Source: an optimization exercise on an open RTL-to-GDS flow (aim: small area). Production flows keep margins and buffers that such runs may drop. In this exercise RTL edits were held to simulation tests only and were not proved equivalent to the original.

Design fc_top, start of the top module:
module fc_top 
  #(
    parameter integer C_S00_AXIS_TDATA_WIDTH = 32
  )
  (
    input wire CLK,
    input wire RESETN,
    output wire S_AXIS_TREADY,
    input wire [C_S00_AXIS_TDATA_WIDTH-1 : 0] S_AXIS_TDATA,
    input wire [(C_S00_AXIS_TDATA_WIDTH/8)-1 : 0] S_AXIS_TKEEP, 
    input wire S_AXIS_TUSER, 
    input wire S_AXIS_TLAST, 
    input wire S_AXIS_TVALID, 
    input wire M_AXIS_TREADY, 
    output wire M_AXIS_TUSER, 
    output wire [C_S00_AXIS_TDATA_WIDTH-1 : 0] M_AXIS_TDATA, 
    output wire [(C_S00_AXIS_TDATA_WIDTH/8)-1 : 0] M_AXIS_TKEEP, 
    output wire M_AXIS_TLAST, 
    output wire M_AXIS_TVALID, 
    input wire [31:0] PADDR, 
    input wire PENABLE, 
    input wire PSEL, 
    input wire PWRITE, 
    input wire [31:0] PWDATA, 
    output wire [31:0] PRDATA, 
    output wire PREADY, 
    output wire PSLVERR
  );
  wire fc_start;
  wire fc_done;
  wire [31:0] clk_counter;
  wire [31:0] max_index;
  assign PREADY = 1'b1;
  assign PSLVERR = 1'b0;
  wire [2:0] fc_cmd;            
  wire F_writedone;             
  wire B_writedone;             
  wire cal_done;                
  wire [31:0] num_input_words;  
  wire [31:0] num_output_words; 
  clk_counter_fc u_clk_counter(
    .clk   (CLK),
    .rstn  (RESETN),
    .start (fc_start),
    .done  (fc_done),
    .clk_counter (clk_counter)
  );
  ...
For scale: ~3100 flip-flops, roughly 180 I/O pins.
Settings: LEC_CHECK=0, CAP_MARGIN=20, CORE_MARGIN=2, CORE_UTILIZATION=40, PLACE_DENSITY=0.6, SLEW_MARGIN=20; clock period 22.0 ns.
standard.sh (not shown) runs the stock make flow with config.mk's settings and CLKGATE_MAP_FILE= SYNTH_SCRIPT=/design/flow/synth_recipe.tcl, a recipe that flattens the netlist after the stock synthesis.
==> flow/flow/run.sh <==
#!/bin/bash
# Layout flow: the standard flow (standard.sh) with three changes.
#  - Synthesis: the standard synthesis script, except that ABC maps the logic
#    with flow/area.abc (area-oriented mapping with don't-care optimisation)
#    instead of ORFS's abc_speed script. Registers are mapped before ABC runs,
#    so they are the standard synthesis's.
#  - Clock tree: no dummy loads, clkbuf_8 only, sink clusters of up to 14
#    flip-flops within 60 um.
#  - Port buffers: buf_1.
# make's output goes to make_finish.log; ORFS writes each step's log under orfs/logs.
set -euo pipefail
W=$(pwd)
F=$W/flow
# ORFS's synth.tcl with only the ABC script changed
sed 's|^  log_cmd abc {\*}\$abc_args$|  log_cmd abc {*}[lreplace $abc_args 1 1 $::env(FLOW_ABC_SCRIPT)]|' \
  "$FLOW_HOME/scripts/synth.tcl" > "$W/orfs_synth_area.tcl"
grep -q 'FLOW_ABC_SCRIPT' "$W/orfs_synth_area.tcl"
sed "s|source \$::env(SCRIPTS_DIR)/synth.tcl|source $W/orfs_synth_area.tcl|" \
  "$W/synth_recipe.tcl" > "$W/flow_synth.tcl"
grep -q 'orfs_synth_area.tcl' "$W/flow_synth.tcl"
export FLOW_ABC_SCRIPT=$F/area.abc
CTS="-sink_clustering_enable -repair_clock_nets -dont_use_dummy_load"
CTS="$CTS -buf_list sky130_fd_sc_hd__clkbuf_8 -sink_clustering_size 14 -sink_clustering_max_diameter 60"
bash standard.sh "SYNTH_SCRIPT=$W/flow_synth.tcl" "CTS_ARGS=$CTS" \
  "BUFFER_PORTS_ARGS=-buffer_cell sky130_fd_sc_hd__buf_1" ${FLOW_TARGETS:-finish} > make_finish.log 2>&1
==> flow/flow/area.abc <==
strash
dc2
&get -n
&st
&dch -f
&nf -a
&put
mfs2
&get -n
&st
&dch -f
&nf -a
&put
The baseline went through all stages and came out clean.
Edit:
--- a/flow/flow/run.sh
+++ b/flow/flow/run.sh
@@ -5,6 +5,6 @@
 #    instead of ORFS's abc_speed script. Registers are mapped before ABC runs,
 #    so they are the standard synthesis's.
-#  - Clock tree: no dummy loads, clkbuf_8 only, sink clusters of up to 14
-#    flip-flops within 60 um.
+#  - Clock tree: no dummy loads, clkbuf_4 only, sink clusters of up to 8
+#    flip-flops within 40 um.
 #  - Port buffers: buf_1.
 # make's output goes to make_finish.log; ORFS writes each step's log under orfs/logs.
@@ -21,5 +21,5 @@
 export FLOW_ABC_SCRIPT=$F/area.abc
 CTS="-sink_clustering_enable -repair_clock_nets -dont_use_dummy_load"
-CTS="$CTS -buf_list sky130_fd_sc_hd__clkbuf_8 -sink_clustering_size 14 -sink_clustering_max_diameter 60"
+CTS="$CTS -buf_list sky130_fd_sc_hd__clkbuf_4 -sink_clustering_size 8 -sink_clustering_max_diameter 40"
 bash standard.sh "SYNTH_SCRIPT=$W/flow_synth.tcl" "CTS_ARGS=$CTS" \
   "BUFFER_PORTS_ARGS=-buffer_cell sky130_fd_sc_hd__buf_1" ${FLOW_TARGETS:-finish} > make_finish.log 2>&1
CORE_UTILIZATION = 55   (was 40)
PLACE_DENSITY = 0.7   (was 0.6)
Result:
- The changed run finished clean
- global-route usage climbs by 9.3 points
- count of clock-buffer cells in the layout is higher by 183
- worst hold slack gets worse by 0.030 ns
- setup slack degrades by 0.062 ns
- utilization increases by 16 points
- critical path depth does not change
- area after synthesis is unchanged
- design area fell by about 1.4%
- routed wire length went down by about 5%
- via count climbs by 3.3%
Edit:
--- a/flow/flow/run.sh
+++ b/flow/flow/run.sh
@@ -5,6 +5,6 @@
 #    instead of ORFS's abc_speed script. Registers are mapped before ABC runs,
 #    so they are the standard synthesis's.
-#  - Clock tree: no dummy loads, clkbuf_4 only, sink clusters of up to 8
-#    flip-flops within 40 um.
+#  - Clock tree: no dummy loads, clkbuf_8 only, sink clusters of up to 14
+#    flip-flops within 60 um.
 #  - Port buffers: buf_1.
 # make's output goes to make_finish.log; ORFS writes each step's log under orfs/logs.
@@ -21,5 +21,5 @@
 export FLOW_ABC_SCRIPT=$F/area.abc
 CTS="-sink_clustering_enable -repair_clock_nets -dont_use_dummy_load"
-CTS="$CTS -buf_list sky130_fd_sc_hd__clkbuf_4 -sink_clustering_size 8 -sink_clustering_max_diameter 40"
+CTS="$CTS -buf_list sky130_fd_sc_hd__clkbuf_8 -sink_clustering_size 14 -sink_clustering_max_diameter 60"
 bash standard.sh "SYNTH_SCRIPT=$W/flow_synth.tcl" "CTS_ARGS=$CTS" \
   "BUFFER_PORTS_ARGS=-buffer_cell sky130_fd_sc_hd__buf_1" ${FLOW_TARGETS:-finish} > make_finish.log 2>&1
CAP_MARGIN = 5   (was 20)
SLEW_MARGIN = 5   (was 20)
What happened:
- This time the run finished but fails on max-capacitance violations
- cell count drops by 1.8%
- synthesized area stays the same
- worst setup slack is worse by 0.26 ns
- final area stays flat
- die area does not change
- clock-buffer cell count went down by 182
- core utilization is higher by 0.15 points
- register-to-register slack is worse by 0.26 ns
- via count falls by 1.7%
- sequential cell count does not change

* * *

## rev 12
Another version of the RTL of fc_top (not shown whole).
Size in the first run: about 5500 cells after synthesis, roughly 180 I/O pins, ~0.11 sq mm of cells after synthesis.
==> flow/design.v (excerpt) <==
module fc_top 
  #(
    parameter integer C_S00_AXIS_TDATA_WIDTH = 32
  )
  (
    input wire CLK,
    input wire RESETN,
    output wire S_AXIS_TREADY,
    input wire [C_S00_AXIS_TDATA_WIDTH-1 : 0] S_AXIS_TDATA,
    input wire [(C_S00_AXIS_TDATA_WIDTH/8)-1 : 0] S_AXIS_TKEEP, 
    input wire S_AXIS_TUSER, 
    input wire S_AXIS_TLAST, 
    input wire S_AXIS_TVALID, 
    input wire M_AXIS_TREADY, 
    output wire M_AXIS_TUSER, 
    output wire [C_S00_AXIS_TDATA_WIDTH-1 : 0] M_AXIS_TDATA, 
    output wire [(C_S00_AXIS_TDATA_WIDTH/8)-1 : 0] M_AXIS_TKEEP, 
    output wire M_AXIS_TLAST, 
    output wire M_AXIS_TVALID, 
    input wire [31:0] PADDR, 
    input wire PENABLE, 
    input wire PSEL, 
    input wire PWRITE, 
    input wire [31:0] PWDATA, 
    output wire [31:0] PRDATA, 
    output wire PREADY, 
    output wire PSLVERR
  );
  wire fc_start;
  wire fc_done;
  wire [31:0] clk_counter;
  wire [31:0] max_index;
  assign PREADY = 1'b1;
  assign PSLVERR = 1'b0;
  wire [2:0] fc_cmd;            
  wire F_writedone;             
  wire B_writedone;             
  wire cal_done;                
  wire [31:0] num_input_words;  
  wire [31:0] num_output_words; 
  clk_counter_fc u_clk_counter(
    .clk   (CLK),
    .rstn  (RESETN),
    .start (fc_start),
    .done  (fc_done),
    .clk_counter (clk_counter)
  );
  fc_apb u_fc_apb(
    .PCLK    (CLK),
    .PRESETB (RESETN),
    .PADDR   ({16'd0,PADDR[15:0]}),
    .PSEL    (PSEL),
    .PENABLE (PENABLE),
    .PWRITE  (PWRITE),
    .PWDATA  (PWDATA),
    .PRDATA  (PRDATA),
    .fc_start    (fc_start),
    .fc_done     (fc_done),
    .clk_counter (clk_counter),
    .COMMAND          (fc_cmd),            
    .F_writedone      (F_writedone),       
    .B_writedone      (B_writedone),       
    .cal_done         (cal_done),          
    .max_index        (max_index),        
    .num_input_words  (num_input_words),   
    .num_output_words (num_output_words)   
  );
  fc_module u_fc_module(
    .clk  (CLK),
    .rstn (RESETN),
    .S_AXIS_TREADY (S_AXIS_TREADY),
    .S_AXIS_TDATA  (S_AXIS_TDATA),
    .S_AXIS_TKEEP  (S_AXIS_TKEEP),
    .S_AXIS_TUSER  (S_AXIS_TUSER),
    .S_AXIS_TLAST  (S_AXIS_TLAST),
  ...
Settings: LEC_CHECK=0, CAP_MARGIN=20, CORE_MARGIN=2, CORE_UTILIZATION=55, PLACE_DENSITY=0.7, SLEW_MARGIN=20; clock period 22.0 ns.
==> flow/flow/run.sh <==
#!/bin/bash
# Layout flow: the standard flow (standard.sh) with three changes.
#  - Synthesis: the standard synthesis script, except that ABC maps the logic
#    with flow/area.abc (area-oriented mapping with don't-care optimisation)
#    instead of ORFS's abc_speed script, and Yosys's generic synth skips its
#    quick ABC pass before full adders are extracted (that pass rewrites the
#    adders' XORs so that the extracted adders need inverters between them).
#    Registers are mapped before the final ABC run, so they are the standard
#    synthesis's.
#  - Clock tree: no dummy loads, clkbuf_4 only, sink clusters of up to 8
#    flip-flops within 40 um.
#  - Port buffers: buf_1.
# make's output goes to make_finish.log; ORFS writes each step's log under orfs/logs.
set -euo pipefail
W=$(pwd)
F=$W/flow
# ORFS's synth.tcl with only the ABC script changed
sed -e 's|^  log_cmd abc {\*}\$abc_args$|  log_cmd abc {*}[lreplace $abc_args 1 1 $::env(FLOW_ABC_SCRIPT)]|' \
  -e 's|^  synth -top \$::env(DESIGN_NAME) -run fine: {\*}\$synth_full_args$|  synth -top $::env(DESIGN_NAME) -run fine: -noabc {*}$synth_full_args|' \
  "$FLOW_HOME/scripts/synth.tcl" > "$W/orfs_synth_area.tcl"
grep -q 'FLOW_ABC_SCRIPT' "$W/orfs_synth_area.tcl"
grep -q 'run fine: -noabc' "$W/orfs_synth_area.tcl"
sed "s|source \$::env(SCRIPTS_DIR)/synth.tcl|source $W/orfs_synth_area.tcl|" \
  "$W/synth_recipe.tcl" > "$W/flow_synth.tcl"
grep -q 'orfs_synth_area.tcl' "$W/flow_synth.tcl"
export FLOW_ABC_SCRIPT=$F/area.abc
CTS="-sink_clustering_enable -repair_clock_nets -dont_use_dummy_load"
CTS="$CTS -buf_list sky130_fd_sc_hd__clkbuf_4 -sink_clustering_size 8 -sink_clustering_max_diameter 40"
bash standard.sh "SYNTH_SCRIPT=$W/flow_synth.tcl" "CTS_ARGS=$CTS" \
  "BUFFER_PORTS_ARGS=-buffer_cell sky130_fd_sc_hd__buf_1" ${FLOW_TARGETS:-finish} > make_finish.log 2>&1
Scripts as last shown in full above: flow/flow/area.abc
Relative to rev 12, the following input files were edited for rev 13:
Settings: CORE_UTILIZATION changed from 55 to 62; PLACE_DENSITY changed from 0.7 to 0.78.
### Flow results
Compared with rev 12, rev 13 shows a starting density of the core that is 7.2 points higher. Rev 13 vs rev 12, global-route usage went up by 3.3 points. Detailed route, rev 13 vs rev 12: via total higher for rev 13. Met1 global-route usage in rev 13 vs rev 12: up 3.9 points. Compared with rev 12, rev 13 shows a clock period minus final worst setup slack that is 0.045 ns higher. Going from rev 12 to rev 13, number of signal-net buffers in the layout shrank by a few percent. In terms of footprint of the multi-input gates, rev 12 and rev 13 differ only marginally. The synthesis-to-finish area growth of rev 13 falls short of that of rev 12 by 0.49 points. Looking at the reports, rev 13 completed the entire flow and the layout it produced met the timing, design-rule and antenna checks. When rev 13 is measured against rev 12, its final-layout fill cell count turns out 3247 lower.

* * *

== middle ==
Another version of the RTL of fc_top (not shown whole).
For scale: ~7,900 cells after synthesis, roughly 3,200 flip-flops, about 0.13 mm^2 of cells after synthesis.
Settings: LEC_CHECK=0, CAP_MARGIN=20, CORE_MARGIN=2, CORE_UTILIZATION=55, PLACE_DENSITY=0.7, SLEW_MARGIN=20; clock period 22.0 ns.
==> flow/flow/run.sh <==
#!/bin/bash
# Layout flow: the standard flow (standard.sh, standard synthesis, floorplan,
# placement, routing), with a leaner clock tree: no dummy loads, clkbuf_8 only,
# and sink clusters of up to 14 flip-flops within 60 um. Port buffers use buf_1.
# make's output goes to make_finish.log; ORFS writes each step's log under orfs/logs.
set -euo pipefail
CTS="-sink_clustering_enable -repair_clock_nets -dont_use_dummy_load"
CTS="$CTS -buf_list sky130_fd_sc_hd__clkbuf_8 -sink_clustering_size 14 -sink_clustering_max_diameter 60"
bash standard.sh "CTS_ARGS=$CTS" "BUFFER_PORTS_ARGS=-buffer_cell sky130_fd_sc_hd__buf_1" finish > make_finish.log 2>&1
## Diff of input files: west against middle
Settings: CORE_UTILIZATION changed from 55 to 40; PLACE_DENSITY changed from 0.7 to 0.6.
[summary]
- Per the comparison of west with middle, site row count went up about 18%; wire length of the first global-routing pass rose by 5.5%.
- Compare middle and west | global-route usage higher: middle

what the ideal ports hide:
How much do the figures lean on ideal ports? The routed layouts below were timed once more, with nothing changed but the port constraints. Step 1, drivers: a clkbuf_16 drives CLK and a buf_2 each remaining input, both assumed. Step 2 times the ports against the registers' clock, not the clock port: input delays grow and output delays shrink by t, the midpoint of the rising clock arrivals with the driver on. Slacks: no drivers / after step 1 / after step 2; pairs: no drivers / after step 1.
run	shift t [ns]	setup slack, ns	slew at the worst register clock pin (ns)	pins driven straight from the clock port
the first run of note 1	1.119	2.741 / 2.741 / 2.559	0.10 / 0.10	1
the second run of note 1	1.615	2.679 / 2.679 / 2.431	0.10 / 0.10	1
the third run of note 1	1.176	2.416 / 2.416 / 2.416	0.10 / 0.10	1
rev 12	1.463	4.816 / 4.805 / 3.342	0.10 / 0.10	1
rev 13	1.469	4.771 / 4.808 / 3.339	0.11 / 0.11	1
middle	1.205	3.180 / 3.180 / 3.003	0.10 / 0.10	1
west	1.151	3.150 / 3.150 / 3.040	0.10 / 0.10	1
The setup slack of rev 12, which loses most, moves by -0.011 ns with the drivers and by -1.474 ns with both steps.
